From an optimization exercise on the open Yosys and OpenROAD flow, aimed at small area, a short achievable clock period and few clock cycles per item; shortcuts taken in it are not production practice.
Where RTL was checked, it was by simulation tests only, not by an equivalence proof against the original.

==> run a: inputs <==
==> flow/design.v <==
module cordicTanh(z0, clk, rst, out, flag);
	input wire clk, rst;
	input wire signed [15:0] z0;
	output wire signed [15:0] out;
	output reg flag;
	reg ld;                      
	reg rot;                     
	reg half;                    
	reg [3:0] sh;                
	reg signed [14:0] z;         
	reg signed [14:0] y;
	reg [13:0] x;                
	wire ext = z0[15] ^ z0[14];            
	wire div = ~(ld | rot | flag);
	wire rot_end = rot & half & (sh == 4'd13);
	wire s = rot ? z[14] : ~y[14];
	wire [13:1] d;
	genvar n;
	generate
		for (n = 1; n <= 13; n = n + 1) begin : dec
			assign d[n] = (sh == n);
		end
	endgenerate
	wire [14:0] K;
	assign K[14:12] = 3'b000;
	assign K[11] = d[1];
	assign K[10] = d[2];
	assign K[9]  = d[3];
	assign K[8]  = d[4];
	assign K[7]  = d[5] | (rot & d[1]);
	assign K[6]  = d[6] | (rot & d[1]);
	assign K[5]  = d[7];
	assign K[4]  = d[8] | (rot & d[2]);
	assign K[3]  = d[9] | (rot & d[1]);
	assign K[2]  = d[10] | (rot & d[2]);
	assign K[1]  = d[11] | (rot & (d[1] | d[2] | d[3])) | (~rot & d[12] & (z[14] ^ y[14]));
	assign K[0]  = rot & (d[3] | d[12] | d[13]);
	wire [13:0] xs = x >> sh;
	wire signed [14:0] ys = y >>> sh;
	wire [15:0] zsum = {z, 1'b1} + {K ^ {15{~s}}, ~s};
	wire [15:0] ysum = {y, 1'b1} + {{1'b0, xs} ^ {15{s}}, s};
	wire [14:0] xsum = {x, 1'b1} + {ys[13:0] ^ {14{s}}, s};
	always @(posedge clk) begin
		if (rst) begin
			ld <= 1'b1;
			rot <= 1'b0;
			flag <= 1'b0;
		end else begin
			ld <= flag;
			rot <= (ld & ~ext) | (rot & ~rot_end);
			flag <= (ld & ext) | (div & (sh == 4'd12));
		end
	end
	always @(posedge clk) begin
		half <= rot & ~half;
		if (ld | rot_end)
			sh <= 4'd1;
		else if (~rot | half)
			sh <= sh + 4'd1;
	end
	always @(posedge clk) begin
		if (ld) begin
			z <= ext ? {z0[15], z0[15], 13'h1000} : z0[14:0];
			x <= 14'h1000;
			y <= 15'h0000;
		end else begin
			z <= rot_end ? 15'h0000 : zsum[15:1];
			y <= ysum[15:1];
			if (rot)
				x <= xsum[14:1];
		end
	end
	assign out = {z[14], z};
endmodule
==> flow/flow/run.sh <==
#!/bin/bash
# Standard synthesis, then the standard layout steps with repair_timing
# asked for a larger setup margin and plain buffers on the ports (the SDC
# and clock period are unchanged).
set -eo pipefail
bash standard.sh synth > synth.log 2>&1
bash standard.sh SETUP_SLACK_MARGIN=7 "BUFFER_PORTS_ARGS=-buffer_cell sky130_fd_sc_hd__buf_1" finish > layout.log 2>&1
==> flow/standard.sh <==
#!/bin/bash
# synth_recipe.tcl (not shown) runs the flow's synth.tcl, then flattens the netlist and writes it again
# the make line also repeats each setting of config.mk as NAME=value (left out here)
make -C /OpenROAD-flow-scripts/flow DESIGN_CONFIG=/design/flow/config.mk WORK_HOME=/design/flow/orfs CLKGATE_MAP_FILE= SYNTH_SCRIPT=/design/flow/synth_recipe.tcl "${@:-finish}"
==> flow/config.mk <==
export PLATFORM = sky130hd
export DESIGN_NAME = cordicTanh
export DESIGN_NICKNAME = cordicTanh
export VERILOG_FILES = /design/flow/design.v
export SDC_FILE = /design/flow/constraint.sdc
export NUM_CORES = 4
export LEC_CHECK = 0
export ABC_AREA = 1
export CAP_MARGIN = 70
export CORE_MARGIN = 2
export CORE_UTILIZATION = 60
export SLEW_MARGIN = 70
==> flow/constraint.sdc <==
create_clock -name core_clock -period 10.0 [get_ports {clk}]
set_input_delay 2.0000 -clock core_clock [delete_from_list [all_inputs] [get_ports {clk}]]
set_output_delay 2.0000 -clock core_clock [all_outputs]
set_load 0.01 [all_outputs]
==> inputs of run b, as changes to run a <==
==> flow/design.v, changed modules only <==
module cordicTanh(z0, clk, rst, out, flag);
	input wire clk, rst;
	input wire signed [15:0] z0;
	output wire signed [15:0] out;
	output reg flag;
	reg [5:0] cnt;
	reg [3:0] sh;                
	reg rot;                     
	reg signed [14:0] z;         
	reg signed [14:0] y;
	reg [13:0] x;                
	wire ext = z0[15] ^ z0[14];            
	wire load = (cnt == 6'd0);
	wire last = (cnt == 6'd38);
	wire s = rot ? z[14] : ~y[14];
	wire [14:0] K =
		!rot ? ((sh == 4'd12) ? {13'd0, z[14] ^ y[14], 1'b0} : (15'h1000 >> sh)) :
		(sh == 4'd1)  ? 15'h08CA :
		(sh == 4'd2)  ? 15'h0416 :
		(sh == 4'd3)  ? 15'h0203 :
		(sh == 4'd4)  ? 15'h0100 :
		(sh == 4'd5)  ? 15'h0080 :
		(sh == 4'd6)  ? 15'h0040 :
		(sh == 4'd7)  ? 15'h0020 :
		(sh == 4'd8)  ? 15'h0010 :
		(sh == 4'd9)  ? 15'h0008 :
		(sh == 4'd10) ? 15'h0004 :
		(sh == 4'd11) ? 15'h0002 : 15'h0001;
	wire [13:0] xs = x >> sh;
	wire signed [14:0] ys = y >>> sh;
	wire [14:0] xs15 = {1'b0, xs};
	wire [15:0] zsum = {z, 1'b1} + {K ^ {15{~s}}, ~s};
	wire [15:0] ysum = {y, 1'b1} + {xs15 ^ {15{s}}, s};
	wire [14:0] xsum = {x, 1'b1} + {ys[13:0] ^ {14{s}}, s};
	wire [14:0] zn = zsum[15:1];
	wire [14:0] yn = ysum[15:1];
	wire [13:0] xn = xsum[14:1];
	reg [3:0] sh_n;
	always @(*)
		if (cnt <= 6'd25)
			sh_n = (cnt[4:0] + 5'd2) >> 1;
		else if (cnt <= 6'd37)
			sh_n = cnt - 6'd25;
		else
			sh_n = 4'd1;
	always @(posedge clk) begin
		if (rst) begin
			cnt <= 6'd0;
			flag <= 1'b0;
		end else if (load) begin
			cnt <= ext ? 6'd39 : 6'd1;
			flag <= ext;
		end else if (cnt == 6'd39) begin
			cnt <= 6'd0;
			flag <= 1'b0;
		end else begin
			cnt <= cnt + 6'd1;
			flag <= last;
		end
	end
	always @(posedge clk) begin
		sh <= sh_n;
		rot <= (cnt <= 6'd25);
		if (load) begin
			z <= ext ? (z0[15] ? 15'h7000 : 15'h1000) : z0[14:0];
			x <= 14'h1000;
			y <= 15'h0000;
		end else begin
			z <= (cnt == 6'd26) ? 15'h0000 : zn;
			y <= yn;
			if (rot)
				x <= xn;
		end
	end
	assign out = {z[14], z};
endmodule
==> flow/run.sh (new file) <==
#!/bin/bash
# synth_recipe.tcl (not shown) runs the flow's synth.tcl, then flattens the netlist and writes it again
# the make line also repeats each setting of config.mk as NAME=value (left out here)
make -C /OpenROAD-flow-scripts/flow DESIGN_CONFIG=/design/flow/config.mk WORK_HOME=/design/flow/orfs CLKGATE_MAP_FILE= SYNTH_SCRIPT=/design/flow/synth_recipe.tcl finish
--- a/flow/config.mk
+++ b/flow/config.mk
@@ -6,7 +6,7 @@
 export NUM_CORES = 4
 export LEC_CHECK = 0
 export ABC_AREA = 1
-export CAP_MARGIN = 70
+export CAP_MARGIN = 90
 export CORE_MARGIN = 2
-export CORE_UTILIZATION = 60
-export SLEW_MARGIN = 70
+export CORE_UTILIZATION = 40
+export SLEW_MARGIN = 90
removed: flow/flow/run.sh
removed: flow/standard.sh
==> inputs of run c, as changes to run a <==
==> flow/design.v, changed modules only <==
module cordicTanh(z0, clk, rst, out, flag);
	input wire clk, rst;
	input wire signed [15:0] z0;
	output wire signed [15:0] out;
	output reg flag;
	reg [5:0] cnt;
	reg [3:0] sh;                
	reg rot;                     
	reg signed [14:0] z;         
	reg signed [14:0] y;
	reg [13:0] x;                
	wire ext = z0[15] ^ z0[14];            
	wire load = (cnt == 6'd0);
	wire last = (cnt == 6'd38);
	wire s = rot ? z[14] : ~y[14];
	wire [14:0] K =
		!rot ? ((sh == 4'd12) ? {13'd0, z[14] ^ y[14], 1'b0} : (15'h1000 >> sh)) :
		(sh == 4'd1)  ? 15'h08CA :
		(sh == 4'd2)  ? 15'h0416 :
		(sh == 4'd3)  ? 15'h0203 :
		(sh == 4'd4)  ? 15'h0100 :
		(sh == 4'd5)  ? 15'h0080 :
		(sh == 4'd6)  ? 15'h0040 :
		(sh == 4'd7)  ? 15'h0020 :
		(sh == 4'd8)  ? 15'h0010 :
		(sh == 4'd9)  ? 15'h0008 :
		(sh == 4'd10) ? 15'h0004 :
		(sh == 4'd11) ? 15'h0002 : 15'h0001;
	wire [13:0] xs = x >> sh;
	wire signed [14:0] ys = y >>> sh;
	wire [14:0] xs15 = {1'b0, xs};
	wire [15:0] zsum = {z, 1'b1} + {K ^ {15{~s}}, ~s};
	wire [15:0] ysum = {y, 1'b1} + {xs15 ^ {15{s}}, s};
	wire [14:0] xsum = {x, 1'b1} + {ys[13:0] ^ {14{s}}, s};
	wire [14:0] zn = zsum[15:1];
	wire [14:0] yn = ysum[15:1];
	wire [13:0] xn = xsum[14:1];
	reg [3:0] sh_n;
	always @(*)
		if (cnt <= 6'd25)
			sh_n = (cnt[4:0] + 5'd2) >> 1;
		else if (cnt <= 6'd37)
			sh_n = cnt - 6'd25;
		else
			sh_n = 4'd1;
	always @(posedge clk) begin
		if (rst) begin
			cnt <= 6'd0;
			flag <= 1'b0;
		end else if (load) begin
			cnt <= ext ? 6'd39 : 6'd1;
			flag <= ext;
		end else if (cnt == 6'd39) begin
			cnt <= 6'd0;
			flag <= 1'b0;
		end else begin
			cnt <= cnt + 6'd1;
			flag <= last;
		end
	end
	always @(posedge clk) begin
		sh <= sh_n;
		rot <= (cnt <= 6'd25);
		if (load) begin
			z <= ext ? (z0[15] ? 15'h7000 : 15'h1000) : z0[14:0];
			x <= 14'h1000;
			y <= 15'h0000;
		end else begin
			z <= (cnt == 6'd26) ? 15'h0000 : zn;
			y <= yn;
			if (rot)
				x <= xn;
		end
	end
	assign out = {z[14], z};
endmodule
==> flow/run.sh (new file) <==
#!/bin/bash
# synth_recipe.tcl (not shown) runs the flow's synth.tcl, then flattens the netlist and writes it again
# the make line also repeats each setting of config.mk as NAME=value (left out here)
make -C /OpenROAD-flow-scripts/flow DESIGN_CONFIG=/design/flow/config.mk WORK_HOME=/design/flow/orfs CLKGATE_MAP_FILE= SYNTH_SCRIPT=/design/flow/synth_recipe.tcl finish
--- a/flow/config.mk
+++ b/flow/config.mk
@@ -6,7 +6,7 @@
 export NUM_CORES = 4
 export LEC_CHECK = 0
 export ABC_AREA = 1
-export CAP_MARGIN = 70
+export CAP_MARGIN = 20
 export CORE_MARGIN = 2
-export CORE_UTILIZATION = 60
-export SLEW_MARGIN = 70
+export CORE_UTILIZATION = 40
+export SLEW_MARGIN = 20
removed: flow/flow/run.sh
removed: flow/standard.sh
==> summary.md <==
| Metric | Value |
|---|---|
| Status | `complete, no violations` |
| Adder-Cell Fraction of Synth Area | `10.64%` |
| Cell family with most CP delay | `compound AO/OA/AOI/OAI gates` |
| Non-clk invs | `82` |
| Final period util | `30.16%` |
[end of results for run a]
==> summary.md <==
| Metric | Value |
|---|---|
| Non-clk invs | `82` |
| Cell family with most CP delay | `compound AO/OA/AOI/OAI gates` |
| Status | `complete, no violations` |
| CORE AREA | `13,830 um2` |
| Final period util | `40.10%` |
| Adder-Cell Fraction of Synth Area | `11.12%` |
[end of results for run c]
==> summary.md <==
| Metric | Value |
|---|---|
| Status | `stopped before the end` |
| Halt point of the flow | `5_1_grt` |
| Error Message | `[ERROR GRT-0232] Routing congestion too high. Check the congestion heatmap in the GUI.` |
| Met3 Track Usage GR | `53.90%` |
| Async S/R FF share, synth | `0%` |
| IO buf count | `34` |
| Die width | `122.6 um` |
| Adder-Cell Fraction of Synth Area | `11.12%` |
| Post-cts resize count | `4` |
| Largest net degree at the start of global routing | `21` |
| CTS H-Tree Depth | `2` |
[end of results for run b]
Testbench counts of run a, summed over its fixed seeds: cycles 77,132, items 2,048.
No functional check of the RTL was part of run b and run c.

-- separate check: timing with driven ports --
In the flow no input, the clock included, has a driving cell. The finished layouts below were timed again as built, in two steps.
Step 1 assumes that a clkbuf_16 drives the clock port and a buf_2 every other input.
Step 2 adds t to the input delays and takes it off the output delays; t is the mean of the earliest and latest rising clock arrival at the registers after step 1. Input paths then give back, and output paths get back, about the clock's delay inside the block.
Three values: ideal, step 1, step 2; two values: the first two.
| run | t (ns) | slack for setup (ns) | worst register clock-pin slew, ns |
|---|---|---|---|
| run a | 0.352 | 6.984 / 6.984 / 6.926 | 0.11 / 0.11 |
| run c | 0.356 | 5.990 / 5.990 / 5.990 | 0.09 / 0.09 |
After both steps every run listed still meets setup and hold. The setup slack of run a, which loses most, moves by 0.000 ns with the drivers and by -0.058 ns with both steps.
